What follows belongs to an exercise in optimizing a design on an open flow for small area, a short achievable clock period and few clock cycles; a production flow would make more cautious choices.
RTL that was checked went through simulation tests only; none was proved equivalent to the original.
Power figures rest on the tool's default switching activity, not on a simulated workload.

==> flow/design.v <==
`timescale 1ns/10ps
module CLE ( clk, reset, rom_q, rom_a, sram_q, sram_a, sram_d, sram_wen, finish);
input         clk;
input         reset;
input  [7:0]  rom_q;
output [6:0]  rom_a;
input  [7:0]  sram_q;
output [9:0]  sram_a;
output [7:0]  sram_d;
output        sram_wen;
output        finish;
reg  [9:0] sram_a;
reg        sram_wen;
reg        finish;
reg        s_wait, s_rs0, s_rs1, s_rs2, s_rs3, s_cmp, s_put, s_slw;
reg        early;        
reg        fin_st;       
reg  [9:0] pos;          
reg  [7:0] NWv, Nv;      
reg        rd1, rd2;     
reg  [7:0] Mv;           
reg        Lz;           
reg        wf;           
reg  [3:0] mods;         
reg  [7:0] newv;         
function [1:0] cmp8;
    input [7:0] a, b;
    reg   [7:0] g, l;
    reg   [3:0] g2, l2;
    reg   [1:0] g4, l4;
    integer i;
    begin
        for (i = 0; i < 8; i = i + 1) begin
            g[i] = a[i] & ~b[i];
            l[i] = ~a[i] & b[i];
        end
        for (i = 0; i < 4; i = i + 1) begin
            g2[i] = g[2*i+1] | (~l[2*i+1] & g[2*i]);
            l2[i] = l[2*i+1] | (~g[2*i+1] & l[2*i]);
        end
        for (i = 0; i < 2; i = i + 1) begin
            g4[i] = g2[2*i+1] | (~l2[2*i+1] & g2[2*i]);
            l4[i] = l2[2*i+1] | (~g2[2*i+1] & l2[2*i]);
        end
        cmp8 = {g4[1] | (~l4[1] & g4[0]), l4[1] | (~g4[1] & l4[0])};
    end
endfunction
reg  [6:0] rom_a;        
reg        f127;         
reg        fdone;        
reg        rv;           
reg  [7:0] cw;
reg  [7:0] nb;           
reg  [6:0] nbi;
reg        nbv;
reg        nbadj;        
reg        gap;          
assign sram_d = Mv;
wire [7:0] q_rev = {rom_q[0], rom_q[1], rom_q[2], rom_q[3],
                    rom_q[4], rom_q[5], rom_q[6], rom_q[7]};
wire [7:0] qm = q_rev & {~f127, 6'b111111, ~(~f127 & (rom_a == 7'd0))};
wire [6:0] fidx = f127 ? 7'd127 : rom_a;
wire [2:0] o      = pos[2:0];
wire       rem_nz = |cw;
wire       avail  = rem_nz | nbv;
wire [7:0] srcw   = rem_nz ? cw : nb;
reg  [2:0] off, offm1;
reg  [7:0] oneh;
always @(*) begin
    casez (srcw)
    8'b???????1: begin off = 3'd0; offm1 = 3'd7; oneh = 8'b00000001; end
    8'b??????10: begin off = 3'd1; offm1 = 3'd0; oneh = 8'b00000010; end
    8'b?????100: begin off = 3'd2; offm1 = 3'd1; oneh = 8'b00000100; end
    8'b????1000: begin off = 3'd3; offm1 = 3'd2; oneh = 8'b00001000; end
    8'b???10000: begin off = 3'd4; offm1 = 3'd3; oneh = 8'b00010000; end
    8'b??100000: begin off = 3'd5; offm1 = 3'd4; oneh = 8'b00100000; end
    8'b?1000000: begin off = 3'd6; offm1 = 3'd5; oneh = 8'b01000000; end
    default:     begin off = 3'd7; offm1 = 3'd6; oneh = 8'b10000000; end
    endcase
end
wire [6:0] wd      = rem_nz ? pos[9:3] : nbi;
wire [9:0] nextpix = {wd, off};
wire [4:0] pr      = pos[9:5];
wire [4:0] pc      = pos[4:0];
wire [4:0] prm1    = pr - 5'd1;
wire [4:0] nbrm1   = nbi[6:2] - 5'd1;
wire [4:0] nrm1    = rem_nz ? prm1 : nbrm1;
wire [1:0] nwm1    = wd[1:0] - 2'd1;
wire [9:0] nx1     = {nrm1, (srcw[0] ? {nwm1, 3'd7} : {wd[1:0], offm1})};
wire       done    = fdone & ~rem_nz & ~nbv;
wire [2:0] op1     = o + 3'd1;
wire       cont    = rem_nz ? cw[op1]
                            : (nbv & nbadj & nb[0] & (o == 3'd7) & (pos[4:3] != 2'd3));
wire       last_slw = (mods & (mods - 4'd1)) == 4'd0;
wire       nomods   = (mods == 4'd0);
wire       take     = (s_wait & avail & ~fin_st) | s_rs0 | (s_put & nomods & (cont | early));
wire       take_nb  = take & ~rem_nz;
wire       accept   = rv & ~fdone & ~nbv;
always @(posedge clk or posedge reset) begin
    if (reset) begin
        rom_a <= 7'd0;
        f127  <= 1'b0;
        fdone <= 1'b0;
        rv    <= 1'b0;
        nbv   <= 1'b0;
        cw    <= 8'd0;
    end else begin
        if (take) cw <= srcw & ~oneh;
        rv <= ~accept;
        if (accept) begin
            if (f127)                    fdone <= 1'b1;
            else if (rom_a == 7'd126) begin
                rom_a <= 7'd0;
                f127  <= 1'b1;
            end else                     rom_a <= rom_a + 7'd1;
        end
        if (accept & (qm != 8'd0)) nbv <= 1'b1;
        else if (take_nb)          nbv <= 1'b0;
    end
end
always @(posedge clk) begin
    if (accept) begin
        nb  <= qm;
        nbi <= fidx;
        if (qm != 8'd0) begin
            nbadj <= ~gap;
            gap   <= 1'b0;
        end else gap <= 1'b1;
    end
end
wire [7:0] Wv = (wf & ~Lz) ? Mv : 8'd0;
wire [7:0] v0 = newv, v1 = NWv, v2 = Nv, v3 = sram_q, v4 = Wv;
wire [1:0] c01 = cmp8(v0, v1), c02 = cmp8(v0, v2), c03 = cmp8(v0, v3), c04 = cmp8(v0, v4);
wire [1:0] c12 = cmp8(v1, v2), c13 = cmp8(v1, v3), c14 = cmp8(v1, v4);
wire [1:0] c23 = cmp8(v2, v3), c24 = cmp8(v2, v4);
wire [1:0] c34 = cmp8(v3, v4);
wire gt01 = c01[1], gt02 = c02[1], gt03 = c03[1], gt04 = c04[1];
wire gt12 = c12[1], gt13 = c13[1], gt14 = c14[1], gt23 = c23[1], gt24 = c24[1], gt34 = c34[1];
wire lt01 = c01[0], lt02 = c02[0], lt03 = c03[0], lt04 = c04[0];
wire lt12 = c12[0], lt13 = c13[0], lt14 = c14[0], lt23 = c23[0], lt24 = c24[0], lt34 = c34[0];
wire s0 = ~lt01 & ~lt02 & ~lt03 & ~lt04;
wire s1 = lt01 & ~lt12 & ~lt13 & ~lt14;
wire s2 = lt02 & lt12 & ~lt23 & ~lt24;
wire s3 = lt03 & lt13 & lt23 & ~lt34;
wire s4 = lt04 & lt14 & lt24 & lt34;
wire [7:0] m = ({8{s0}} & v0) | ({8{s1}} & v1) | ({8{s2}} & v2) |
               ({8{s3}} & v3) | ({8{s4}} & v4);
wire       nz0 = ~|v0;
wire [3:0] mods_n = {(|v1) & (gt01 | lt12 | lt13 | lt14),
                     (|v2) & (gt02 | gt12 | lt23 | lt24),
                     (|v3) & (gt03 | gt13 | gt23 | lt34),
                     (|v4) & (gt04 | gt14 | gt24 | gt34)};
wire [4:0] prp1 = pr + 5'd1;
wire [4:0] pcm1 = pc - 5'd1;
wire [4:0] pcp1 = pc + 5'd1;
wire [4:0] pcp2 = pc + 5'd2;
wire       hazard = ~rem_nz & ({nbi, off} == {prp1, pcp1});
wire       go_early = ~cont & avail & ~hazard;
always @(posedge clk) begin
    rd2 <= rd1;
    if (rd2) begin
        NWv <= Nv;
        Nv  <= sram_q;
    end
    if (take) pos <= nextpix;
    if (s_wait | s_rs0 | (s_cmp & go_early))  sram_a <= nx1;
    else if (s_cmp)                           sram_a <= {prm1, pcp2};
    else if (s_rs1)                           sram_a <= {prm1, pc};
    else if (s_rs2)                           sram_a <= {prm1, pcp1};
    else if (s_slw)
        sram_a <= mods[3] ? {prm1, pcm1} : mods[2] ? {prm1, pc} :
                  mods[1] ? {prm1, pcp1} : {pr, pcm1};
    else                                      sram_a <= pos;
    if (s_cmp) Mv <= m;
    if (s_cmp) early <= go_early;
    if (s_wait | s_rs0) wf <= cont;
    else if (s_put)     wf <= cont;
    if (s_cmp) mods <= mods_n;
    else if (s_slw) begin
        if (mods[3])      mods[3] <= 1'b0;
        else if (mods[2]) mods[2] <= 1'b0;
        else if (mods[1]) mods[1] <= 1'b0;
        else              mods[0] <= 1'b0;
    end
end
always @(posedge clk or posedge reset) begin
    if (reset) begin
        s_wait <= 1'b1;
        s_rs0  <= 1'b0;
        s_rs1  <= 1'b0;
        s_rs2  <= 1'b0;
        s_rs3  <= 1'b0;
        s_cmp  <= 1'b0;
        s_put  <= 1'b0;
        s_slw  <= 1'b0;
        fin_st   <= 1'b0;
        sram_wen <= 1'b1;
        finish   <= 1'b0;
        newv     <= 8'd250;
        Lz       <= 1'b1;
        rd1      <= 1'b0;
    end else begin
        rd1      <= (s_wait & avail & ~fin_st) | s_rs0 | s_rs1 | s_rs2 | s_cmp;
        sram_wen <= ~((s_put & ~Lz) | s_slw);
        if (s_wait & fin_st) finish <= 1'b1;
        if (s_wait & ~avail & done) fin_st <= 1'b1;
        if (s_cmp) begin
            Lz <= nz0;
            if (nz0 | s0) newv <= newv - 8'd1;
        end
        s_wait <= (s_wait & ~(avail & ~fin_st)) | (s_put & nomods & ~cont & ~early & ~avail) |
                  (s_slw & last_slw & ~avail);
        s_rs0  <= (s_put & nomods & ~cont & ~early & avail) | (s_slw & last_slw & avail);
        s_rs1  <= (s_wait & avail & ~fin_st) | s_rs0 | (s_put & nomods & ~cont & early);
        s_rs2  <= s_rs1;
        s_rs3  <= s_rs2;
        s_cmp  <= s_rs3 | (s_put & nomods & cont);
        s_put  <= s_cmp;
        s_slw  <= (s_put & ~nomods) | (s_slw & ~last_slw);
    end
end
endmodule
make LEC_CHECK=0 CAP_MARGIN=30 CORE_MARGIN=2 CORE_UTILIZATION=50 PLACE_DENSITY=0.6 SETUP_SLACK_MARGIN=5 SLEW_MARGIN=20 finish   # period 9.0 ns
run.sh (not shown) runs the stock make flow with config.mk's settings and CLKGATE_MAP_FILE= SYNTH_SCRIPT=/design/flow/synth_recipe.tcl, a recipe that flattens the netlist after the stock synthesis.
The first run ran to the end with no violations.
Testbench counts at the start, summed over its fixed seeds: cycles 52,414.
Next try:
--- a/flow/design.v
+++ b/flow/design.v
@@ -13,9 +13,9 @@
 reg        sram_wen;
 reg        finish;
-reg        s_wait, s_rs0, s_rs1, s_rs2, s_rs3, s_cmp, s_put, s_slw;
-reg        early;        
+reg        s_wait, s_rs0, s_a1, s_a2, s_a3, s_a4, s_cmp, s_put, s_slw;
+reg        dw;           
 reg        fin_st;       
 reg  [9:0] pos;          
-reg  [7:0] NWv, Nv;      
+reg  [7:0] NWv, Nv, NEv; 
 reg        rd1, rd2;     
 reg  [7:0] Mv;           
@@ -94,5 +94,5 @@
 wire       last_slw = (mods & (mods - 4'd1)) == 4'd0;
 wire       nomods   = (mods == 4'd0);
-wire       take     = (s_wait & avail & ~fin_st) | s_rs0 | (s_put & nomods & (cont | early));
+wire       take     = (s_wait & avail & ~fin_st) | s_rs0 | (s_a4 & dw) | (s_put & nomods & cont);
 wire       take_nb  = take & ~rem_nz;
 wire       accept   = rv & ~fdone & ~nbv;
@@ -130,5 +130,5 @@
 end
 wire [7:0] Wv = (wf & ~Lz) ? Mv : 8'd0;
-wire [7:0] v0 = newv, v1 = NWv, v2 = Nv, v3 = sram_q, v4 = Wv;
+wire [7:0] v0 = newv, v1 = NWv, v2 = Nv, v3 = NEv, v4 = Wv;
 wire [1:0] c01 = cmp8(v0, v1), c02 = cmp8(v0, v2), c03 = cmp8(v0, v3), c04 = cmp8(v0, v4);
 wire [1:0] c12 = cmp8(v1, v2), c13 = cmp8(v1, v3), c14 = cmp8(v1, v4);
@@ -154,6 +154,7 @@
 wire [4:0] pcm1 = pc - 5'd1;
 wire [4:0] pcp1 = pc + 5'd1;
-wire [4:0] pcp2 = pc + 5'd2;
-wire       hazard = ~rem_nz & ({nbi, off} == {prp1, pcp1});
+wire [4:0] pcp3 = pc + 5'd3;
+wire [4:0] dcol   = pc - {nbi[1:0], off} + 5'd1;
+wire       hazard = ~rem_nz & (nbi[6:2] == prp1) & (dcol[4:2] == 3'd0);
 wire       go_early = ~cont & avail & ~hazard;
 always @(posedge clk) begin
@@ -161,11 +162,12 @@
     if (rd2) begin
         NWv <= Nv;
-        Nv  <= sram_q;
+        Nv  <= NEv;
+        NEv <= sram_q;
     end
     if (take) pos <= nextpix;
     if (s_wait | s_rs0 | (s_cmp & go_early))  sram_a <= nx1;
-    else if (s_cmp)                           sram_a <= {prm1, pcp2};
-    else if (s_rs1)                           sram_a <= {prm1, pc};
-    else if (s_rs2)                           sram_a <= {prm1, pcp1};
+    else if (s_cmp)                           sram_a <= {prm1, pcp3};
+    else if ((s_a1 & ~(dw & ~nomods)) | s_a2 | s_a3)
+                                              sram_a <= {sram_a[9:5], sram_a[4:0] + 5'd1};
     else if (s_slw)
         sram_a <= mods[3] ? {prm1, pcm1} : mods[2] ? {prm1, pc} :
@@ -173,7 +175,9 @@
     else                                      sram_a <= pos;
     if (s_cmp) Mv <= m;
-    if (s_cmp) early <= go_early;
+    if (s_cmp)              dw <= go_early;
+    else if (s_wait | s_rs0) dw <= 1'b0;
     if (s_wait | s_rs0) wf <= cont;
-    else if (s_put)     wf <= cont;
+    else if (s_a4 & dw) wf <= 1'b0;
+    else if (s_put)     wf <= 1'b1;
     if (s_cmp) mods <= mods_n;
     else if (s_slw) begin
@@ -188,7 +192,8 @@
         s_wait <= 1'b1;
         s_rs0  <= 1'b0;
-        s_rs1  <= 1'b0;
-        s_rs2  <= 1'b0;
-        s_rs3  <= 1'b0;
+        s_a1   <= 1'b0;
+        s_a2   <= 1'b0;
+        s_a3   <= 1'b0;
+        s_a4   <= 1'b0;
         s_cmp  <= 1'b0;
         s_put  <= 1'b0;
@@ -201,6 +206,7 @@
         rd1      <= 1'b0;
     end else begin
-        rd1      <= (s_wait & avail & ~fin_st) | s_rs0 | s_rs1 | s_rs2 | s_cmp;
-        sram_wen <= ~((s_put & ~Lz) | s_slw);
+        rd1      <= (s_wait & avail & ~fin_st) | s_rs0 | (s_a1 & ~(dw & ~nomods)) |
+                    s_a2 | s_a3 | s_cmp;
+        sram_wen <= ~(((s_put | (s_a1 & dw & ~nomods) | (s_a4 & dw)) & ~Lz) | s_slw);
         if (s_wait & fin_st) finish <= 1'b1;
         if (s_wait & ~avail & done) fin_st <= 1'b1;
@@ -209,13 +215,14 @@
             if (nz0 | s0) newv <= newv - 8'd1;
         end
-        s_wait <= (s_wait & ~(avail & ~fin_st)) | (s_put & nomods & ~cont & ~early & ~avail) |
+        s_wait <= (s_wait & ~(avail & ~fin_st)) | (s_put & nomods & ~cont & ~avail) |
                   (s_slw & last_slw & ~avail);
-        s_rs0  <= (s_put & nomods & ~cont & ~early & avail) | (s_slw & last_slw & avail);
-        s_rs1  <= (s_wait & avail & ~fin_st) | s_rs0 | (s_put & nomods & ~cont & early);
-        s_rs2  <= s_rs1;
-        s_rs3  <= s_rs2;
-        s_cmp  <= s_rs3 | (s_put & nomods & cont);
-        s_put  <= s_cmp;
-        s_slw  <= (s_put & ~nomods) | (s_slw & ~last_slw);
+        s_rs0  <= (s_put & nomods & ~cont & avail) | (s_slw & last_slw & avail);
+        s_a1   <= (s_wait & avail & ~fin_st) | s_rs0 | (s_cmp & go_early);
+        s_a2   <= s_a1 & ~(dw & ~nomods);
+        s_a3   <= s_a2;
+        s_a4   <= s_a3;
+        s_cmp  <= s_a4 | (s_put & nomods & cont);
+        s_put  <= s_cmp & ~go_early;
+        s_slw  <= (s_put & ~nomods) | (s_a1 & dw & ~nomods) | (s_slw & ~last_slw);
     end
 end
Effect:
- The changed run produced a clean layout
- synthesized cell count came out higher by about 4%
- power came out higher by about 30%
- first-iteration DRC count decreases by 27%
- worst setup slack loses 0.24 ns
- utilization came out higher by 2.4 points
- synthesized area climbs by about 7%
- worst hold slack loses 0.0079 ns
- cell area climbs by about 12%
- sequential share of layout area fell by 0.46 points
- critical path depth rises by 9
- via count went up by about 3.8%
Function not checked in the second run of this note: the RTL went through the layout flow alone.

[port drivers added, routing unchanged]
The flow's constraints put no driver on any port. The routed layouts listed below were extracted and timed again, unchanged, in two steps. Step 1 assumes that a clkbuf_16 drives the clock port and a buf_2 every other input. Step 2 times the ports against the registers' clock, not the clock port: input delays grow and output delays shrink by t, the midpoint of the rising clock arrivals with the driver on. Slacks: no drivers / after step 1 / after step 2; pairs: no drivers / after step 1.
run	t, ns	setup WS [ns]	worst setup path after step 2	slew at the worst register clock pin (ns)
the first run	0.400	5.082 / 5.095 / 4.695	input to register	0.08 / 0.08
the second run	0.469	4.844 / 4.844 / 4.844	register to register	0.06 / 0.06
After both steps every run listed still meets setup and hold. For the first run, which loses most, drivers alone change the setup slack by +0.013 ns; drivers and shift together by -0.387 ns.
